From an optimization exercise on the open Yosys and OpenROAD flow, aimed at small area and a short achievable clock period; shortcuts taken in it are not production practice. RTL that was checked went through simulation tests only; none was proved equivalent to the original. Power is estimated from default activity; no workload was simulated.

==> inputs of trial 79 <==
## mk_mac
module mk_mac(CLK,
	      RST_N,
	      put_inp_A_a,
	      EN_put_inp_A,
	      RDY_put_inp_A,
	      put_inp_B_b,
	      EN_put_inp_B,
	      RDY_put_inp_B,
	      put_inp_C_c,
	      EN_put_inp_C,
	      RDY_put_inp_C,
	      put_inp_sel_sel,
	      EN_put_inp_sel,
	      RDY_put_inp_sel,
	      get_mac_op,
	      RDY_get_mac_op);
  input  CLK;
  input  RST_N;
  input  [15 : 0] put_inp_A_a;
  input  EN_put_inp_A;
  output RDY_put_inp_A;
  input  [15 : 0] put_inp_B_b;
  input  EN_put_inp_B;
  output RDY_put_inp_B;
  input  [31 : 0] put_inp_C_c;
  input  EN_put_inp_C;
  output RDY_put_inp_C;
  input  put_inp_sel_sel;
  input  EN_put_inp_sel;
  output RDY_put_inp_sel;
  output [31 : 0] get_mac_op;
  output RDY_get_mac_op;
  assign RDY_put_inp_A = 1'd1;
  assign RDY_put_inp_B = 1'd1;
  assign RDY_put_inp_C = 1'd1;
  assign RDY_put_inp_sel = 1'd1;
  assign RDY_get_mac_op = 1'd1;
  reg [15:0] rg_A, rg_B;
  reg [31:0] rg_C;
  reg        rg_sel;
  always @(posedge CLK) begin
    if (EN_put_inp_A)   rg_A   <= put_inp_A_a;
    if (EN_put_inp_B)   rg_B   <= put_inp_B_b;
    if (EN_put_inp_C)   rg_C   <= put_inp_C_c;
    if (EN_put_inp_sel) rg_sel <= put_inp_sel_sel;
  end
  reg [6:0] vld;     
  always @(posedge CLK) begin
    if (!RST_N) vld <= 7'd0;
    else        vld <= {vld[5:0], ~rg_sel};
  end
  wire [7:0] eA = rg_A[14:7];
  wire [7:0] eB = rg_B[14:7];
  wire zA = (eA == 8'd0), zB = (eB == 8'd0);
  wire iA = (eA == 8'd255), iB = (eB == 8'd255);
  wire cls_zi = (iA & zB) | (zA & iB);
  wire [1:0] cls_in = cls_zi ? 2'd0 : (zA | zB) ? 2'd1 : (iA | iB) ? 2'd2 : 2'd3;
  reg [1:0] lc;
  always @(posedge CLK)
    if (!rg_sel) lc <= cls_in;
  wire [7:0] e_sum = (eA + eB + 8'd1) ^ 8'h80;     
  wire md_i8 = rg_sel;
  wire md_ua = rg_sel & ~rg_A[7], md_va = rg_sel & rg_A[7];
  wire md_ub = rg_sel & ~rg_B[7], md_vb = rg_sel & rg_B[7];
  wire md_w  = ~rg_sel | (rg_A[7] & rg_B[7]);
  wire mt_1 = (md_i8 & rg_C[5]) ^ (rg_A[0] & rg_B[5]);
  wire mt_2 = (md_i8 & rg_C[5]) & (rg_A[0] & rg_B[5]);
  wire mt_3 = (md_i8 & rg_C[6]) ^ (rg_A[0] & rg_B[6]) ^ (rg_A[1] & rg_B[5]);
  wire mt_4 = ((md_i8 & rg_C[6]) & (rg_A[0] & rg_B[6])) | ((md_i8 & rg_C[6]) & (rg_A[1] & rg_B[5])) | ((rg_A[0] & rg_B[6]) & (rg_A[1] & rg_B[5]));
  ...
clock: 9.0 ns
lec_check: 0
abc_area: 0
cap_margin: 0
core_margin: 2
core_utilization: 70
cts_cluster_diameter: 100
cts_cluster_size: 30
place_density: 0.8
slew_margin: 0
standard.sh (not shown) runs the stock make flow with config.mk's settings and CLKGATE_MAP_FILE= SYNTH_SCRIPT=/design/flow/synth_recipe.tcl, a recipe that flattens the netlist after the stock synthesis.
==> flow/flow/run.sh <==
#!/bin/bash
# Layout flow: the standard synthesis; then the combinational logic of its
# netlist is re-mapped by ABC with every flip-flop instance (name, cell type,
# connections) kept as it is, and the result is checked equivalent to the
# standard netlist (if the check fails, the standard netlist is used); then
# the standard layout steps, with faster port buffers and a tighter
# timing-repair target.  Each tool writes its own log here.
set -e
W=$(pwd)
ABC_D=9.0          # delay target (ps) for the gate sizing in ABC
bash standard.sh synth > synth.log 2>&1

RES=$(dirname "$(find "$W/orfs/results" -name 1_2_yosys.v | head -1)")
LOGD=$(dirname "$(find "$W/orfs/logs" -name 1_2_yosys.log | head -1)")
OBJ=$(dirname "$(find "$W/orfs/objects" -name abc.constr | head -1)")
LIB="$FLOW_HOME/platforms/$FLOW_PLATFORM/lib/sky130_fd_sc_hd__tt_025C_1v80.lib"
YOSYS=$(command -v yosys || echo "$FLOW_HOME/../tools/install/yosys/bin/yosys")
DU=$(grep -o -- '-dont_use [A-Za-z0-9_]*' "$LOGD/1_2_yosys.log" | sort -u | tr '\n' ' ')
KEEP="=sky130_fd_sc_hd__dfxtp_1 =sky130_fd_sc_hd__edfxtp_1 =sky130_fd_sc_hd__conb_1"
cp "$RES/1_2_yosys.v" "$W/std_netlist.v"

sed -e "s#@LIB@#$LIB#g" -e "s#@KEEP@#$KEEP#g" -e "s#@IN@#$W/std_netlist.v#g" \
    -e "s#@SCRIPT@#$W/flow/resyn.abc#g" -e "s#@DU@#$DU#g" -e "s#@CONSTR@#$OBJ/abc.constr#g" \
    -e "s#@D@#$ABC_D#g" -e "s#@OUT@#$W/resyn_netlist.v#g" flow/resyn.ys.in > resyn.ys
sed -e "s#@LIB@#$LIB#g" -e "s#@GOLD@#$W/std_netlist.v#g" -e "s#@GATE@#$W/resyn_netlist.v#g" \
    flow/equiv.ys.in > equiv.ys

if "$YOSYS" -l resyn.log resyn.ys > /dev/null 2>&1 &&
   "$YOSYS" -l equiv.log equiv.ys > /dev/null 2>&1 &&
   grep -q "Equivalence successfully proven" equiv.log; then
  cp "$W/resyn_netlist.v" "$RES/1_2_yosys.v"
  bash standard.sh synth > synth2.log 2>&1
else
  echo "re-mapping not used" > resyn_skipped.txt
fi

bash standard.sh "BUFFER_PORTS_ARGS=-buffer_cell sky130_fd_sc_hd__buf_2" SETUP_SLACK_MARGIN=6.15 finish > layout.log 2>&1
==> flow/flow/resyn.abc <==
strash
&get -n
&st
&dch -f
&nf
&st
&dch -f
&nf
&put
buffer -c
upsize -c
dnsize -c
Other scripts of this flow, unchanged in this note and not shown: flow/flow/equiv.ys.in, flow/flow/resyn.ys.in
==> trial 67 (differences from trial 79) <==
--- a/flow/design.v
+++ b/flow/design.v
@@ -57,14 +57,24 @@
   wire [1:0] cls_in = cls_zi ? 2'd0 : (zA | zB) ? 2'd1 : (iA | iB) ? 2'd2 : 2'd3;
   reg [1:0] lc;
   always @(posedge CLK)
     if (!rg_sel) lc <= cls_in;
   wire [7:0] e_sum = (eA + eB + 8'd1) ^ 8'h80;     
-  wire md_i8 = rg_sel;
-  wire md_ua = rg_sel & ~rg_A[7], md_va = rg_sel & rg_A[7];
-  wire md_ub = rg_sel & ~rg_B[7], md_vb = rg_sel & rg_B[7];
-  wire md_w  = ~rg_sel | (rg_A[7] & rg_B[7]);
+  wire [7:0] e_clamp = (e_sum[7:1] != 7'd0 && e_sum[7:1] != 7'h7f) ? e_sum : 8'd0;
+  wire [7:0] exp_add = cls_zi ? 8'd255 : (zA | zB) ? 8'd0 : (iA | iB) ? 8'd255 : e_clamp;
+  wire nx_sel = EN_put_inp_sel ? put_inp_sel_sel : rg_sel;
+  wire nx_a7  = EN_put_inp_A ? put_inp_A_a[7] : rg_A[7];
+  wire nx_b7  = EN_put_inp_B ? put_inp_B_b[7] : rg_B[7];
+  reg md_i8, md_ua, md_va, md_ub, md_vb, md_w;
+  always @(posedge CLK) begin
+    md_i8 <= nx_sel;
+    md_ua <= nx_sel & ~nx_a7;
+    md_va <= nx_sel & nx_a7;
+    md_ub <= nx_sel & ~nx_b7;
+    md_vb <= nx_sel & nx_b7;
+    md_w  <= ~nx_sel | (nx_a7 & nx_b7);
+  end
   wire mt_1 = (md_i8 & rg_C[5]) ^ (rg_A[0] & rg_B[5]);
   wire mt_2 = (md_i8 & rg_C[5]) & (rg_A[0] & rg_B[5]);
   wire mt_3 = (md_i8 & rg_C[6]) ^ (rg_A[0] & rg_B[6]) ^ (rg_A[1] & rg_B[5]);
   wire mt_4 = ((md_i8 & rg_C[6]) & (rg_A[0] & rg_B[6])) | ((md_i8 & rg_C[6]) & (rg_A[1] & rg_B[5])) | ((rg_A[0] & rg_B[6]) & (rg_A[1] & rg_B[5]));
   wire mt_5 = (rg_A[2] & rg_B[4]) ^ (rg_A[3] & rg_B[3]);
@@ -178,24 +188,20 @@
   wire mt_113 = (md_i8 & rg_C[15]) ^ md_i8;
   wire mt_114 = (md_i8 & rg_C[15]) & md_i8;
   wire [17:0] mt_r0 = {1'b0, mt_114, mt_112, mt_110, mt_108, mt_106, mt_104, mt_102, mt_100, mt_98, mt_96, mt_94, mt_92, mt_90, mt_88, mt_86, mt_85, (md_i8 & rg_C[0])};
   wire [17:0] mt_r1 = {1'b0, 1'b0, mt_113, mt_111, mt_109, mt_107, mt_105, mt_103, mt_101, mt_99, mt_97, mt_95, mt_93, mt_91, mt_89, mt_87, (rg_A[1] & rg_B[0]), (rg_A[0] & rg_B[0])};
   reg        t0_s;
-  reg [7:0]  t0_e;                  
-  reg [1:0]  t0_k;                  
+  reg [7:0]  t0_e;
   reg [17:0] t0_r0, t0_r1;
   reg [31:0] t0_c;
   always @(posedge CLK) begin
     t0_s  <= rg_A[15] ^ rg_B[15];
-    t0_e  <= e_sum;
-    t0_k  <= cls_in;
+    t0_e  <= exp_add;
     t0_r0 <= mt_r0;
     t0_r1 <= mt_r1;
     t0_c  <= rg_C;
   end
-  wire [7:0] e_clamp = (t0_e[7:1] != 7'd0 && t0_e[7:1] != 7'h7f) ? t0_e : 8'd0;
-  wire [7:0] exp_add = (t0_k == 2'd3) ? e_clamp : (t0_k == 2'd1) ? 8'd0 : 8'd255;
   wire ca_g1 = t0_r0[0] & t0_r1[0];
   wire ca_x2 = t0_r0[0] ^ t0_r1[0];
   wire ca_g3 = t0_r0[1] & t0_r1[1];
   wire ca_x4 = t0_r0[1] ^ t0_r1[1];
   wire ca_g5 = t0_r0[2] & t0_r1[2];
@@ -324,85 +330,91 @@
   reg [15:0] t1_p;
   reg [1:0]  t1_q;
   reg [31:0] t1_c;
   always @(posedge CLK) begin
     t1_s <= t0_s;
-    t1_e <= exp_add;
+    t1_e <= t0_e;
     t1_p <= t0_sum[15:0];
     t1_q <= t0_sum[17:16];
     t1_c <= t0_c;
   end
-  wire co_p1 = t1_c[17] & t1_c[16];
-  wire co_p2 = t1_c[19] & t1_c[18];
-  wire co_p3 = t1_c[21] & t1_c[20];
-  wire co_p4 = t1_c[23] & t1_c[22];
-  wire co_p5 = t1_c[25] & t1_c[24];
-  wire co_p6 = t1_c[27] & t1_c[26];
-  wire co_p7 = t1_c[29] & t1_c[28];
-  wire co_p8 = t1_c[31] & t1_c[30];
-  wire co_p9 = t1_c[18] & co_p1;
+  reg [15:0] i8_lo, i8_ch;
+  reg [1:0]  i8_q;
+  always @(posedge CLK)
+    if (!vld[1]) begin
+      i8_lo <= t1_p;
+      i8_ch <= t1_c[31:16];
+      i8_q  <= t1_q;
+    end
+  wire co_p1 = i8_ch[1] & i8_ch[0];
+  wire co_p2 = i8_ch[3] & i8_ch[2];
+  wire co_p3 = i8_ch[5] & i8_ch[4];
+  wire co_p4 = i8_ch[7] & i8_ch[6];
+  wire co_p5 = i8_ch[9] & i8_ch[8];
+  wire co_p6 = i8_ch[11] & i8_ch[10];
+  wire co_p7 = i8_ch[13] & i8_ch[12];
+  wire co_p8 = i8_ch[15] & i8_ch[14];
+  wire co_p9 = i8_ch[2] & co_p1;
   wire co_p10 = co_p2 & co_p1;
-  wire co_p11 = t1_c[22] & co_p3;
+  wire co_p11 = i8_ch[6] & co_p3;
   wire co_p12 = co_p4 & co_p3;
-  wire co_p13 = t1_c[26] & co_p5;
+  wire co_p13 = i8_ch[10] & co_p5;
   wire co_p14 = co_p6 & co_p5;
-  wire co_p15 = t1_c[30] & co_p7;
+  wire co_p15 = i8_ch[14] & co_p7;
   wire co_p16 = co_p8 & co_p7;
-  wire co_p17 = t1_c[20] & co_p10;
+  wire co_p17 = i8_ch[4] & co_p10;
   wire co_p18 = co_p3 & co_p10;
   wire co_p19 = co_p11 & co_p10;
   wire co_p20 = co_p12 & co_p10;
-  wire co_p21 = t1_c[28] & co_p14;
+  wire co_p21 = i8_ch[12] & co_p14;
   wire co_p22 = co_p7 & co_p14;
   wire co_p23 = co_p15 & co_p14;
   wire co_p24 = co_p16 & co_p14;
-  wire co_p25 = t1_c[24] & co_p20;
+  wire co_p25 = i8_ch[8] & co_p20;
   wire co_p26 = co_p5 & co_p20;
   wire co_p27 = co_p13 & co_p20;
   wire co_p28 = co_p14 & co_p20;
   wire co_p29 = co_p21 & co_p20;
   wire co_p30 = co_p22 & co_p20;
   wire co_p31 = co_p23 & co_p20;
   wire co_p32 = co_p24 & co_p20;
-  wire cz_p1 = ~t1_c[17] & ~t1_c[16];
-  wire cz_p2 = ~t1_c[19] & ~t1_c[18];
-  wire cz_p3 = ~t1_c[21] & ~t1_c[20];
-  wire cz_p4 = ~t1_c[23] & ~t1_c[22];
-  wire cz_p5 = ~t1_c[25] & ~t1_c[24];
-  wire cz_p6 = ~t1_c[27] & ~t1_c[26];
-  wire cz_p7 = ~t1_c[29] & ~t1_c[28];
-  wire cz_p8 = ~t1_c[31] & ~t1_c[30];
-  wire cz_p9 = ~t1_c[18] & cz_p1;
+  wire cz_p1 = ~i8_ch[1] & ~i8_ch[0];
+  wire cz_p2 = ~i8_ch[3] & ~i8_ch[2];
+  wire cz_p3 = ~i8_ch[5] & ~i8_ch[4];
+  wire cz_p4 = ~i8_ch[7] & ~i8_ch[6];
+  wire cz_p5 = ~i8_ch[9] & ~i8_ch[8];
+  wire cz_p6 = ~i8_ch[11] & ~i8_ch[10];
+  wire cz_p7 = ~i8_ch[13] & ~i8_ch[12];
+  wire cz_p8 = ~i8_ch[15] & ~i8_ch[14];
+  wire cz_p9 = ~i8_ch[2] & cz_p1;
   wire cz_p10 = cz_p2 & cz_p1;
-  wire cz_p11 = ~t1_c[22] & cz_p3;
+  wire cz_p11 = ~i8_ch[6] & cz_p3;
   wire cz_p12 = cz_p4 & cz_p3;
-  wire cz_p13 = ~t1_c[26] & cz_p5;
+  wire cz_p13 = ~i8_ch[10] & cz_p5;
   wire cz_p14 = cz_p6 & cz_p5;
-  wire cz_p15 = ~t1_c[30] & cz_p7;
+  wire cz_p15 = ~i8_ch[14] & cz_p7;
   wire cz_p16 = cz_p8 & cz_p7;
-  wire cz_p17 = ~t1_c[20] & cz_p10;
+  wire cz_p17 = ~i8_ch[4] & cz_p10;
   wire cz_p18 = cz_p3 & cz_p10;
   wire cz_p19 = cz_p11 & cz_p10;
   wire cz_p20 = cz_p12 & cz_p10;
-  wire cz_p21 = ~t1_c[28] & cz_p14;
+  wire cz_p21 = ~i8_ch[12] & cz_p14;
   wire cz_p22 = cz_p7 & cz_p14;
   wire cz_p23 = cz_p15 & cz_p14;
   wire cz_p24 = cz_p16 & cz_p14;
-  wire cz_p25 = ~t1_c[24] & cz_p20;
+  wire cz_p25 = ~i8_ch[8] & cz_p20;
   wire cz_p26 = cz_p5 & cz_p20;
   wire cz_p27 = cz_p13 & cz_p20;
   wire cz_p28 = cz_p14 & cz_p20;
   wire cz_p29 = cz_p21 & cz_p20;
   wire cz_p30 = cz_p22 & cz_p20;
   wire cz_p31 = cz_p23 & cz_p20;
   wire cz_p32 = cz_p24 & cz_p20;
-  wire [15:0] c_o = {co_p31, co_p30, co_p29, co_p28, co_p27, co_p26, co_p25, co_p20, co_p19, co_p18, co_p17, co_p10, co_p9, co_p1, t1_c[16], 1'b1};
-  wire [15:0] c_z = {cz_p31, cz_p30, cz_p29, cz_p28, cz_p27, cz_p26, cz_p25, cz_p20, cz_p19, cz_p18, cz_p17, cz_p10, cz_p9, cz_p1, ~t1_c[16], 1'b1};
-  wire [15:0] c_fl = ({16{t1_q[1]}} & c_o) | ({16{~t1_q[1] & ~t1_q[0]}} & c_z);
-  reg [31:0] i8_res;
-  always @(posedge CLK)
-    if (!vld[1]) i8_res <= {t1_c[31:16] ^ c_fl, t1_p};
+  wire [15:0] c_o = {co_p31, co_p30, co_p29, co_p28, co_p27, co_p26, co_p25, co_p20, co_p19, co_p18, co_p17, co_p10, co_p9, co_p1, i8_ch[0], 1'b1};
+  wire [15:0] c_z = {cz_p31, cz_p30, cz_p29, cz_p28, cz_p27, cz_p26, cz_p25, cz_p20, cz_p19, cz_p18, cz_p17, cz_p10, cz_p9, cz_p1, ~i8_ch[0], 1'b1};
+  wire [15:0] c_fl = ({16{i8_q[1]}} & c_o) | ({16{~i8_q[1] & ~i8_q[0]}} & c_z);
+  wire [31:0] i8_res = {i8_ch ^ c_fl, i8_lo};
   wire [7:0] m1 = t1_p[15] ? t1_p[15:8] : t1_p[14:7];
   wire g1 = t1_p[15] ? t1_p[8] : t1_p[7];
   wire r1 = t1_p[15] ? t1_p[7] : t1_p[6];
   wire st1 = t1_p[15] ? (t1_p[6:0] != 7'd0) : (t1_p[5:0] != 6'd0);
   wire rnd1 = r1 & (g1 | st1);
@@ -797,26 +809,27 @@
   wire lz_v = lz_v83;
   wire [4:0] lz_c = {lz_c88, lz_c87, lz_c86, lz_c85, lz_c84};
   wire [4:0] lz = lz_v ? lz_c : 5'd2;
   reg        t6_s;
   reg [7:0]  t6_e;
-  reg [4:0]  t6_l;
+  reg [4:0]  t6_l, t6_ln;          
   reg [27:0] t6_m;
   always @(posedge CLK) begin
     t6_s   <= t5_s;
     t6_e   <= t5_e;                 
     t6_l   <= lz;
+    t6_ln  <= ~lz;
     t6_m   <= t5_m;
   end
   wire [27:0] nm = t6_m << t6_l;
   wire v6 = vld[6];
   reg        t7_s, t7_rnd;
   reg [7:0]  t7_e;
   reg [22:0] t7_f;
   always @(posedge CLK) begin
     t7_s   <= v6 & t6_s;
-    t7_e   <= ~v6 ? 8'd0 : t6_e + {3'b111, ~t6_l};    
+    t7_e   <= ~v6 ? 8'd0 : t6_e + {3'b111, t6_ln};    
     t7_f   <= ~v6 ? 23'd0 : nm[26:4];
     t7_rnd <= v6 & nm[3] & (nm[4] | (nm[2:0] != 3'd0));
   end
   wire ri_g1 = 1'b0 | (t7_f[1] & (t7_rnd & t7_f[0]));
   wire ri_p2 = t7_f[1] & t7_f[0];
--- a/flow/flow/run.sh
+++ b/flow/flow/run.sh
@@ -32,6 +32,6 @@
   bash standard.sh synth > synth2.log 2>&1
 else
   echo "re-mapping not used" > resyn_skipped.txt
 fi
 
-bash standard.sh "BUFFER_PORTS_ARGS=-buffer_cell sky130_fd_sc_hd__buf_2" SETUP_SLACK_MARGIN=6.15 finish > layout.log 2>&1
+bash standard.sh "BUFFER_PORTS_ARGS=-buffer_cell sky130_fd_sc_hd__buf_2" SETUP_SLACK_MARGIN=6.2 finish > layout.log 2>&1
Settings changed: CORE_UTILIZATION 70 to 65, PLACE_DENSITY 0.8 to 0.75.
==> build 11 (differences from trial 79) <==
--- a/flow/design.v
+++ b/flow/design.v
@@ -329,80 +329,86 @@
     t1_e <= exp_add;
     t1_p <= t0_sum[15:0];
     t1_q <= t0_sum[17:16];
     t1_c <= t0_c;
   end
-  wire co_p1 = t1_c[17] & t1_c[16];
-  wire co_p2 = t1_c[19] & t1_c[18];
-  wire co_p3 = t1_c[21] & t1_c[20];
-  wire co_p4 = t1_c[23] & t1_c[22];
-  wire co_p5 = t1_c[25] & t1_c[24];
-  wire co_p6 = t1_c[27] & t1_c[26];
-  wire co_p7 = t1_c[29] & t1_c[28];
-  wire co_p8 = t1_c[31] & t1_c[30];
-  wire co_p9 = t1_c[18] & co_p1;
+  reg [15:0] i8_lo, i8_ch;
+  reg [1:0]  i8_q;
+  always @(posedge CLK)
+    if (!vld[1]) begin
+      i8_lo <= t1_p;
+      i8_ch <= t1_c[31:16];
+      i8_q  <= t1_q;
+    end
+  wire co_p1 = i8_ch[1] & i8_ch[0];
+  wire co_p2 = i8_ch[3] & i8_ch[2];
+  wire co_p3 = i8_ch[5] & i8_ch[4];
+  wire co_p4 = i8_ch[7] & i8_ch[6];
+  wire co_p5 = i8_ch[9] & i8_ch[8];
+  wire co_p6 = i8_ch[11] & i8_ch[10];
+  wire co_p7 = i8_ch[13] & i8_ch[12];
+  wire co_p8 = i8_ch[15] & i8_ch[14];
+  wire co_p9 = i8_ch[2] & co_p1;
   wire co_p10 = co_p2 & co_p1;
-  wire co_p11 = t1_c[22] & co_p3;
+  wire co_p11 = i8_ch[6] & co_p3;
   wire co_p12 = co_p4 & co_p3;
-  wire co_p13 = t1_c[26] & co_p5;
+  wire co_p13 = i8_ch[10] & co_p5;
   wire co_p14 = co_p6 & co_p5;
-  wire co_p15 = t1_c[30] & co_p7;
+  wire co_p15 = i8_ch[14] & co_p7;
   wire co_p16 = co_p8 & co_p7;
-  wire co_p17 = t1_c[20] & co_p10;
+  wire co_p17 = i8_ch[4] & co_p10;
   wire co_p18 = co_p3 & co_p10;
   wire co_p19 = co_p11 & co_p10;
   wire co_p20 = co_p12 & co_p10;
-  wire co_p21 = t1_c[28] & co_p14;
+  wire co_p21 = i8_ch[12] & co_p14;
   wire co_p22 = co_p7 & co_p14;
   wire co_p23 = co_p15 & co_p14;
   wire co_p24 = co_p16 & co_p14;
-  wire co_p25 = t1_c[24] & co_p20;
+  wire co_p25 = i8_ch[8] & co_p20;
   wire co_p26 = co_p5 & co_p20;
   wire co_p27 = co_p13 & co_p20;
   wire co_p28 = co_p14 & co_p20;
   wire co_p29 = co_p21 & co_p20;
   wire co_p30 = co_p22 & co_p20;
   wire co_p31 = co_p23 & co_p20;
   wire co_p32 = co_p24 & co_p20;
-  wire cz_p1 = ~t1_c[17] & ~t1_c[16];
-  wire cz_p2 = ~t1_c[19] & ~t1_c[18];
-  wire cz_p3 = ~t1_c[21] & ~t1_c[20];
-  wire cz_p4 = ~t1_c[23] & ~t1_c[22];
-  wire cz_p5 = ~t1_c[25] & ~t1_c[24];
-  wire cz_p6 = ~t1_c[27] & ~t1_c[26];
-  wire cz_p7 = ~t1_c[29] & ~t1_c[28];
-  wire cz_p8 = ~t1_c[31] & ~t1_c[30];
-  wire cz_p9 = ~t1_c[18] & cz_p1;
+  wire cz_p1 = ~i8_ch[1] & ~i8_ch[0];
+  wire cz_p2 = ~i8_ch[3] & ~i8_ch[2];
+  wire cz_p3 = ~i8_ch[5] & ~i8_ch[4];
+  wire cz_p4 = ~i8_ch[7] & ~i8_ch[6];
+  wire cz_p5 = ~i8_ch[9] & ~i8_ch[8];
+  wire cz_p6 = ~i8_ch[11] & ~i8_ch[10];
+  wire cz_p7 = ~i8_ch[13] & ~i8_ch[12];
+  wire cz_p8 = ~i8_ch[15] & ~i8_ch[14];
+  wire cz_p9 = ~i8_ch[2] & cz_p1;
   wire cz_p10 = cz_p2 & cz_p1;
-  wire cz_p11 = ~t1_c[22] & cz_p3;
+  wire cz_p11 = ~i8_ch[6] & cz_p3;
   wire cz_p12 = cz_p4 & cz_p3;
-  wire cz_p13 = ~t1_c[26] & cz_p5;
+  wire cz_p13 = ~i8_ch[10] & cz_p5;
   wire cz_p14 = cz_p6 & cz_p5;
-  wire cz_p15 = ~t1_c[30] & cz_p7;
+  wire cz_p15 = ~i8_ch[14] & cz_p7;
   wire cz_p16 = cz_p8 & cz_p7;
-  wire cz_p17 = ~t1_c[20] & cz_p10;
+  wire cz_p17 = ~i8_ch[4] & cz_p10;
   wire cz_p18 = cz_p3 & cz_p10;
   wire cz_p19 = cz_p11 & cz_p10;
   wire cz_p20 = cz_p12 & cz_p10;
-  wire cz_p21 = ~t1_c[28] & cz_p14;
+  wire cz_p21 = ~i8_ch[12] & cz_p14;
   wire cz_p22 = cz_p7 & cz_p14;
   wire cz_p23 = cz_p15 & cz_p14;
   wire cz_p24 = cz_p16 & cz_p14;
-  wire cz_p25 = ~t1_c[24] & cz_p20;
+  wire cz_p25 = ~i8_ch[8] & cz_p20;
   wire cz_p26 = cz_p5 & cz_p20;
   wire cz_p27 = cz_p13 & cz_p20;
   wire cz_p28 = cz_p14 & cz_p20;
   wire cz_p29 = cz_p21 & cz_p20;
   wire cz_p30 = cz_p22 & cz_p20;
   wire cz_p31 = cz_p23 & cz_p20;
   wire cz_p32 = cz_p24 & cz_p20;
-  wire [15:0] c_o = {co_p31, co_p30, co_p29, co_p28, co_p27, co_p26, co_p25, co_p20, co_p19, co_p18, co_p17, co_p10, co_p9, co_p1, t1_c[16], 1'b1};
-  wire [15:0] c_z = {cz_p31, cz_p30, cz_p29, cz_p28, cz_p27, cz_p26, cz_p25, cz_p20, cz_p19, cz_p18, cz_p17, cz_p10, cz_p9, cz_p1, ~t1_c[16], 1'b1};
-  wire [15:0] c_fl = ({16{t1_q[1]}} & c_o) | ({16{~t1_q[1] & ~t1_q[0]}} & c_z);
-  reg [31:0] i8_res;
-  always @(posedge CLK)
-    if (!vld[1]) i8_res <= {t1_c[31:16] ^ c_fl, t1_p};
+  wire [15:0] c_o = {co_p31, co_p30, co_p29, co_p28, co_p27, co_p26, co_p25, co_p20, co_p19, co_p18, co_p17, co_p10, co_p9, co_p1, i8_ch[0], 1'b1};
+  wire [15:0] c_z = {cz_p31, cz_p30, cz_p29, cz_p28, cz_p27, cz_p26, cz_p25, cz_p20, cz_p19, cz_p18, cz_p17, cz_p10, cz_p9, cz_p1, ~i8_ch[0], 1'b1};
+  wire [15:0] c_fl = ({16{i8_q[1]}} & c_o) | ({16{~i8_q[1] & ~i8_q[0]}} & c_z);
+  wire [31:0] i8_res = {i8_ch ^ c_fl, i8_lo};
   wire [7:0] m1 = t1_p[15] ? t1_p[15:8] : t1_p[14:7];
   wire g1 = t1_p[15] ? t1_p[8] : t1_p[7];
   wire r1 = t1_p[15] ? t1_p[7] : t1_p[6];
   wire st1 = t1_p[15] ? (t1_p[6:0] != 7'd0) : (t1_p[5:0] != 6'd0);
   wire rnd1 = r1 & (g1 | st1);
==> flow/flow/resyn.abc (replaced) <==
strash
&get -n
&st
&syn2
&dch -f
&nf
&put
buffer -c
upsize -c
dnsize -c
Settings changed: CORE_UTILIZATION 70 to 65, PLACE_DENSITY 0.8 to 0.75.
==> run summary <==
Worst EP arrival 3.52 ns; status complete, no violations; Seq. pwr 0.00412 W; worst-path fanout max 7; non-clk buf share 3.71%; DIE WIDTH 195 um; crit path max-delay cell type edfxtp_1; Mapped Area 23800 um2
the above is filed under trial 67

==> run summary <==
status finished with violations; Layout Check Failures antenna rules; Antenna Nets Post-Route 1; worst-path fanout max 3; crit path max-delay cell type or4_4
the above is filed under build 11

==> run summary <==
DIE WIDTH 188 um; status complete, no violations; Seq. pwr 0.00406 W; worst-path fanout max 5; crit path max-delay cell type edfxtp_1; non-clk buf share 3.09%
the above is filed under trial 79

The RTL of trial 79 was laid out without a check of its function.

[separate check: timing with driven ports]
The flow's constraints put no driver on any port. The routed layouts listed below were extracted and timed again, unchanged, in two steps. Step 1 (the two cells are an assumption about what drives the block):
set clk [get_ports {CLK}]
set_driving_cell -lib_cell sky130_fd_sc_hd__clkbuf_16 $clk
set_driving_cell -lib_cell sky130_fd_sc_hd__buf_2 [delete_from_list [all_inputs] $clk]
Step 2 also shifts input and output timing later by t, the mid clock arrival at the registers, as if the neighbouring blocks saw the same clock. Three values: no drivers, after step 1, after step 2; two values: the first two.
run	t, ns	setup slack, ns	hold slack, ns	slew at the worst register clock pin (ns)
trial 79	0.622	6.088 / 6.079 / 6.088	0.329 / 0.329 / 0.329	0.12 / 0.12
trial 67	0.635	5.928 / 5.928 / 5.928	0.329 / 0.329 / 0.329	0.11 / 0.11
build 11	0.625	6.090 / 6.076 / 6.090	0.324 / 0.324 / 0.324	0.11 / 0.11
